From an optimization exercise on the open Yosys and OpenROAD flow, aimed at small area and a short achievable clock period; shortcuts taken in it are not production practice. In this exercise RTL edits were held to simulation tests only and were not proved equivalent to the original. No activity file was given, so power comes from the tool's default toggle rates.

`flow/constraint.sdc`:
```
create_clock -name core_clock -period 10.0 [get_ports {CLOCK_50}]
set_input_delay 2.0000 -clock core_clock [delete_from_list [all_inputs] [get_ports {CLOCK_50}]]
set_output_delay 2.0000 -clock core_clock [all_outputs]
set_load 0.01 [all_outputs]
```
`flow/design.v`:
```
module adder #(parameter N = 64, parameter L = 6)	 
					(input logic [N-1:0] a, b,
					input logic inv,
					output logic [N-1:0] y);
	logic [N-1:0] g [0:L];
	logic [N-1:0] p [0:L];
	always_comb begin
		g[0] = a & b;
		p[0] = a ^ b;
		for (int l = 1; l <= L; l++)
			for (int i = 0; i < N; i++)
				if (i >= (1 << (l - 1))) begin
					g[l][i] = g[l-1][i] | (p[l-1][i] & g[l-1][i - (1 << (l - 1))]);
					p[l][i] = p[l-1][i] & p[l-1][i - (1 << (l - 1))];
				end else begin
					g[l][i] = g[l-1][i];
					p[l][i] = p[l-1][i];
				end
		y = (p[0] ^ {N{inv}}) ^ {g[L][N-2:0], 1'b0};
	end
endmodule
module regfile(input logic clk, input logic we3, input logic [30:0] rs1,
					input logic [30:0] rs2, input logic [4:0] wa3, input logic [63:0] wd3,
					output logic [63:0] rd1, output logic [63:0] rd2);
	logic [30:0][63:0] registers;
	always_comb begin
		rd1 = '0;
		rd2 = '0;
		for (int k = 0; k < 31; k++) begin
			rd1 = rd1 | ({64{rs1[k]}} & registers[k]);
			rd2 = rd2 | ({64{rs2[k]}} & registers[k]);
		end
	end
	always_ff @(posedge clk)
		for (int k = 0; k < 31; k++)
			if (we3 && wa3 == 5'(k)) registers[k] <= wd3;
endmodule
module processor_arm #(parameter N = 64)
							(input logic CLOCK_50, reset,
							output logic [N-1:0] IM_addr,
							input  logic [31:0] IM_readData,
							output logic [N-1:0] DM_writeData, DM_addr,
							output logic DM_writeEnable, DM_readEnable,
							input  logic [N-1:0] DM_readData);
	logic clk;
	assign clk = CLOCK_50;
	logic [63:2] pc_f;
	logic        pcsrc_m;
	logic [63:0] r_m, x_m;
	always_ff @(posedge clk, posedge reset)
		if (reset) pc_f <= '0;
		else       pc_f <= pcsrc_m ? r_m[63:2] : pc_f + 62'd1;
	assign IM_addr = {pc_f, 2'b00};
	logic        ins31_d;
	logic [30:0] ins_lo_d;
	logic [63:2] pc_d;
	logic [31:0] ins_d;
	logic [30:0] rs1_d, rs2_d;
	logic [4:0]  ra1_f, ra2_f;
	logic        reg2loc_f, cbz_f;
	assign reg2loc_f = IM_readData[31:21] == 11'b11111000000 || IM_readData[31:24] == 8'b10110100;
	assign ra1_f     = IM_readData[9:5];
	assign cbz_f     = IM_readData[31:24] == 8'b10110100;
	assign ra2_f     = reg2loc_f ? IM_readData[4:0] : IM_readData[20:16];
	always_ff @(posedge clk, posedge reset)
		if (reset) ins31_d <= 1'b0;
		else       ins31_d <= IM_readData[31];
	always_ff @(posedge clk) begin
		ins_lo_d <= IM_readData[30:0];
		pc_d     <= pc_f;
		for (int k = 0; k < 31; k++) begin
			rs1_d[k] <= ra1_f == 5'(k) && !cbz_f;
			rs2_d[k] <= ra2_f == 5'(k);
		end
	end
	assign ins_d = {ins31_d, ins_lo_d};
	logic [10:0] op;
	logic is_ldur, is_stur, is_cbz, is_add, is_sub, is_and, is_orr, is_addi, is_subi;
	logic alusrc, sub_d, regwrite_d;
	logic [63:0] rd1, rd2;
	logic [63:0] imm_d, opa_d, opb_d;
	logic [4:0]  wa_w;
	logic [63:0] wd_w;
	logic        we_w;
	assign op      = ins_d[31:21];
	assign is_ldur = op == 11'b11111000010;
	assign is_stur = op == 11'b11111000000;
	assign is_cbz  = op[10:3] == 8'b10110100;
	assign is_add  = op == 11'b10001011000;
	assign is_sub  = op == 11'b11001011000;
	assign is_and  = op == 11'b10001010000;
	assign is_orr  = op == 11'b10101010000;
	assign is_addi = op[10:1] == 10'b1001000100;
	assign is_subi = op[10:1] == 10'b1101000100;
	assign alusrc     = is_ldur | is_stur | is_addi | is_subi | is_cbz;
	assign sub_d      = is_sub | is_subi;
	assign regwrite_d = (is_ldur | is_add | is_sub | is_and | is_orr | is_addi | is_subi)
	                    & (ins_d[4:0] != 5'd31);
	regfile registers (.clk(clk), .we3(we_w), .rs1(rs1_d), .rs2(rs2_d), .wa3(wa_w),
	                   .wd3(wd_w), .rd1(rd1), .rd2(rd2));
	assign opa_d = (rd1 | ({64{is_cbz}} & {pc_d, 2'b00})) ^ {64{sub_d}};
	always_comb
		if (is_addi | is_subi) imm_d = {{52{ins_d[21]}}, ins_d[21:10]};
		else if (is_cbz)       imm_d = {{43{ins_d[23]}}, ins_d[23:5], 2'b00};
		else                   imm_d = {{55{ins_d[20]}}, ins_d[20:12]};
	assign opb_d = alusrc ? imm_d : rd2;
	logic [63:0] a_e, b_e, d_e;
	logic [4:0]  wa_e;
	logic sub_e, and_e, orr_e;
	logic regwrite_e, memread_e, memwrite_e, branch_e;
	always_ff @(posedge clk, posedge reset)
		if (reset) begin
			regwrite_e <= 1'b0;
			memread_e  <= 1'b0;
			memwrite_e <= 1'b0;
			branch_e   <= 1'b0;
		end else begin
			regwrite_e <= regwrite_d;
			memread_e  <= is_ldur;
			memwrite_e <= is_stur;
			branch_e   <= is_cbz;
		end
	always_ff @(posedge clk) begin
		a_e   <= opa_d;
		b_e   <= opb_d;
		d_e   <= rd2;
		wa_e  <= ins_d[4:0];
		sub_e <= sub_d;
		and_e <= is_and;
		orr_e <= is_orr;
	end
	logic [63:0] sum, res_e;
	adder #(64) alu_add (.a(a_e), .b(b_e), .inv(sub_e), .y(sum));
	assign res_e  = and_e ? (a_e & b_e) : orr_e ? (a_e | b_e) : sum;
	logic [4:0]  wa_m;
	logic regwrite_m, memread_m, memwrite_m;
	always_ff @(posedge clk, posedge reset)
		if (reset) begin
			regwrite_m <= 1'b0;
			memread_m  <= 1'b0;
			memwrite_m <= 1'b0;
			pcsrc_m    <= 1'b0;
		end else begin
			regwrite_m <= regwrite_e;
			memread_m  <= memread_e;
			memwrite_m <= memwrite_e;
			pcsrc_m    <= branch_e && d_e == 64'd0;	 
		end
	logic memsel_m;
	always_ff @(posedge clk) begin
		memsel_m <= memread_e;
		r_m  <= res_e;
		x_m  <= d_e;
		wa_m <= wa_e;
	end
	assign DM_addr        = r_m;
	assign DM_writeData   = x_m;
	assign DM_readEnable  = memread_m;
	assign DM_writeEnable = memwrite_m;
	always_ff @(posedge clk, posedge reset)
		if (reset) we_w <= 1'b0;
		else       we_w <= regwrite_m;
	always_ff @(posedge clk) begin
		wd_w <= memsel_m ? DM_readData : r_m;
		wa_w <= wa_m;
	end
endmodule
```
`flow/flow/run.sh`:
```
#!/bin/bash
export SETUP_SLACK_MARGIN=6.8
bash standard.sh > standard.log 2>&1
```
`flow/config.mk`:
```
export PLATFORM = sky130hd
export DESIGN_NAME = processor_arm
export DESIGN_NICKNAME = processor_arm
export VERILOG_FILES = /design/flow/design.v
export SDC_FILE = /design/flow/constraint.sdc
export NUM_CORES = 4
export LEC_CHECK = 0
export CAP_MARGIN = 20
export CELL_PAD_IN_SITES_DETAIL_PLACEMENT = 1
export CELL_PAD_IN_SITES_GLOBAL_PLACEMENT = 1
export CORE_MARGIN = 2
export CORE_UTILIZATION = 40
export CTS_CLUSTER_DIAMETER = 100
export CTS_CLUSTER_SIZE = 25
export SLEW_MARGIN = 20
```
`flow/standard.sh`:
```
#!/bin/bash
# synth_recipe.tcl (not shown) runs the flow's synth.tcl, then flattens the netlist and writes it again
# the make line also repeats each setting of config.mk as NAME=value (left out here)
make -C /OpenROAD-flow-scripts/flow DESIGN_CONFIG=/design/flow/config.mk WORK_HOME=/design/flow/orfs CLKGATE_MAP_FILE= SYNTH_SCRIPT=/design/flow/synth_recipe.tcl "${@:-finish}"
```
==> reports/qor.yml <==
place_area_um2: 113000
routed_wirelength_um: 560000
slew_headroom_pct: 15.2
clockBufferDepth: 3
hold_buffers: 0
worstSetupEndpointType: "output pin"
skew_ps: 45.7
grt_first_pass_wirelength_um: 732000
worstPathMaxFanout: 2
worst_slew_pin_slew_ps: 1270
port_buffers: 289
seqPwrFrac_pct: 61.2
intPower_uw: 17200
grt-ovfl-total: 0
vias: 84100
synth_ff_type: "edfxtp_1"
power_frac_comb_pct: 14.4
synth_area_um2: 105000
hp-class: "flop to flop"
vias_per_cell: 7.45
die_w_um: 516
power_switching_uw: 7440
ys_seq_elements: 2614
grt_use_met2_pct: 56.9
busiest_layer: "met2"
nFillCells: 25900
hold_depth: 0
initial_utilization_pct: 40.1
gr-usage-met1_pct: 52.1
drv_cap: 0
wl_per_cell_um: 49.6
dp_hpwl_um: 317000
first_pass_iters: 10
avgSynthCellArea_um2: 14.2
gr-usage-all-layers_pct: 40.6
cts_buffers: 119
area_delta_synth_final_pct: 13.6
worst-r2r-cell-count: 8
r2r_end: "a_e[53]"
core_um2: 262000
powerDensity_nw_per_um2: 207
ant_nets: 0
drc: 0
grt_pass1_vias: 80100
p_leak_uw: 0.0393
critPathLaunchType: "flop"
worstSetupPathType: "flop to output pin"
grt_max_degree: 75
cts_sinks: 2614
rows: 188
antenna_found_initial: 51
final_area_um2: 119000
status: "no timing/DRC/antenna violations"
r2r_slack_ps: 6540
crit_chain: "buf_6"
synthArstFlopShare_pct: 2.75
ir_worst_vdd_v: 0.000170
rr_startpoint: "rs1_d[30]"
fin_crit_sh_pct: 35.1
path_clk_slew_ps: 110
rsz0062_at_grt: "true"
synth_edf_count: 1984
fmax_mhz: 285
fin_nets: 7881
synth_cell_type_count: 74
gp_congestion: 0.937
maxSlewViolCount: 0
hold_end: "wa_m[3]"
cpMaxStageDelayCell: "dfrtp_2"
path_buf_inv: 1
cts_root_buffer: "clkbuf_16"
hold_viol_final: 0
clk_latency_ps: 880
htree_levels: 3
ys_warn_count: 5
cts_tree: "done"
post-route-min-period_ps: 3510
swShare_pct: 30.2
ioPinCount: 292
cp_data_arrival_time_ps: 1510
clkPwrFrac_pct: 24.4
cp.required_ps: 8000
die_area_um2: 267000
holdWs_ps: 335
drtIter0Drc: 18000
setup_tns_ps: 0
crit_family: "flip-flops"
syn_inst: 7418
grtUsageMet3_pct: 19.8
fin_total_pwr_uw: 24700
utilization_pct: 45.6
die_h_um: 516
min_from: "wa_e[3]"
slowest_delay_ps: 500
drive_gt1_share_pct: 15.7
synth_seq_area_share_pct: 69.1
setup_viol: 0
layer usage:
metal | share of wire [%] | wire length (µm)
met1 | 36 | 200000
met4 | 6.4 | 35700
met3 | 18 | 99300
met2 | 40 | 225000
met5 | 0.067 | 377
worst register-to-register path: cells and delay by family (launching register included):
family | cells | cell delay (ps)
simple gates | 1 | 230
xor+xnor | 1 | 150
compound gates | 3 | 410
flops | 1 | 700
buf+inv | 3 | 1840
registers in the layout (all words and copies together), names as in the netlist, 5 cells and up:
name / count
registers.registers: 1984
a_e: 64
b_e: 64
d_e: 64
r_m: 64
wd_w: 64
x_m: 64
pc_d: 62
pc_f: 62
ins_lo_d: 31
rs1_d: 31
rs2_d: 31
wa_e: 5
wa_m: 5
wa_w: 5
kinds of logic after synthesis:
logic type                 after synthesis  synth area share, %
other                                    1              0.00357
buffers and inverters                  711                 2.55
AOI/OAI and AO/OA                     2411                 18.1
adders and majority gates              129                 1.54
muxes                                   71                0.755
DFF                                   2614                 69.1
and+or+nand+nor                       1236                 5.92
xor gates and xnor gates               245                 2.04
power groups by stage:
stage	Combinational [µW]	Clock (µW)	Sequential [µW]
after floorplan	1280	0	14500
after global placement	2930	0	15100
after detailed placement	2940	0	15200
after CTS	3250	5980	15000
after global routing	3680	6320	15200
final	3540	6020	15100
stage by stage:
| stage | instances | setup slack, ps |
|---|---|---|
| floorplan | 7419 | 6040 |
| global placement | 10900 | 5560 |
| detailed placement | 10900 | 5580 |
| CTS | 11200 | 6360 |
| global route | 11300 | 6480 |
| finish | 11300 | 6490 |
synthesized netlist by cell type, types with 38 or more instances:
cell | n | share of area [%]
dfxtp_1 | 558 | 11
nand4_1 | 221 | 1.3
o21ai_0 | 164 | 0.78
dfrtp_1 | 72 | 1.7
a221oi_1 | 506 | 4.2
a22o_1 | 505 | 4.2
inv_1 | 156 | 0.56
nand3_1 | 272 | 1.3
xor2_1 | 132 | 1.1
clkbuf_1 | 387 | 1.4
nor2_1 | 164 | 0.59
mux2_2 | 66 | 0.71
buf_1 | 164 | 0.59
or4_1 | 65 | 0.46
ha_1 | 129 | 1.5
a211oi_1 | 47 | 0.34
a222oi_1 | 130 | 1.2
nand2_1 | 358 | 1.3
xnor2_1 | 113 | 0.94
a22oi_1 | 796 | 5.7
a21oi_1 | 105 | 0.50
a21o_1 | 38 | 0.27
edfxtp_1 | 1984 | 57
repair_timing:
action                      CTS  global route
pin swaps                    26            36
setup buffers               126            44
resized for setup          1216           169
setup endpoints to repair   817           316
how the worst max path moves through the flow:
stage,startpoint,end,slack (ps),depth (start not counted)
detailed placement,IM_readData[26],rs2_d[3],5580,7
global route,pc_f[41],IM_addr[41],6480,1
CTS,pc_f[63],IM_addr[63],6360,1
floorplan,we_w,registers.registers[1000],6040,3
finish,pc_f[41],IM_addr[41],6490,1
global placement,IM_readData[21],rs2_d[23],5560,7
cell usage in the layout (no fill, tap or decap), types with 21 or more instances in the layout:
master / synthesis / layout
a22oi_1: 796 / 796
nor2_4: 0 / 32
xnor2_1: 113 / 113
a222oi_1: 130 / 130
diode_2: 0 / 21
nor2_1: 164 / 130
dfrtp_1: 72 / 26
or4_1: 65 / 57
ha_2: 0 / 22
ha_1: 129 / 97
dfxtp_4: 0 / 110
o21ai_0: 164 / 160
dfxtp_1: 558 / 368
dfxtp_2: 0 / 80
a211oi_1: 47 / 26
nand2_1: 358 / 355
xor2_1: 132 / 132
edfxtp_1: 1984 / 1984
clkdlybuf4s50_1: 0 / 95
a21o_1: 38 / 38
buf_2: 1 / 23
and3_1: 26 / 23
buf_4: 3 / 314
clkbuf_16: 0 / 120
buf_6: 0 / 211
mux2_2: 66 / 66
a221oi_1: 506 / 504
inv_1: 156 / 155
nand3_1: 272 / 269
clkbuf_1: 387 / 78
nand4_1: 221 / 221
a22o_1: 505 / 505
dfrtp_2: 0 / 45
a21oi_1: 105 / 95
cell type report:
class | instances | area, µm² | area share, %
repair buffers | 669 | 6300 | 5.28
well taps | 3515 | 4400 | 3.69
flip-flops and latches | 2614 | 73100 | 61.3
clock inverters | 21 | 269 | 0.225
multi-input cells | 4094 | 31200 | 26.2
clock buffers | 200 | 3320 | 2.79
diodes | 21 | 52.6 | 0.0440
inverters | 156 | 589 | 0.494

## port drivers added, routing unchanged
How much do the figures lean on ideal ports? The routed layout below was timed once more, with nothing changed but the port constraints. Step 1 (the two cells are an assumption about what drives the block):
set clk [get_ports {CLOCK_50}]
set_driving_cell -lib_cell sky130_fd_sc_hd__clkbuf_16 $clk
set_driving_cell -lib_cell sky130_fd_sc_hd__buf_2 [delete_from_list [all_inputs] $clk]
Step 2, shift: input delay + t, output delay - t, t = (earliest + latest rising clock arrival at the registers) / 2. This alone moves slack from input paths to output paths. Three values: ideal, step 1, step 2; two values: the first two.
t (ns): 0.949
setup WS [ns]: 6.486 / 6.391 / 5.988
hold WS [ns]: 0.335 / 0.335 / 0.335
worst setup path at the end: input to register
After both steps setup and hold are still met in this run. For this run, drivers alone change the setup slack by -0.095 ns; drivers and shift together by -0.498 ns.
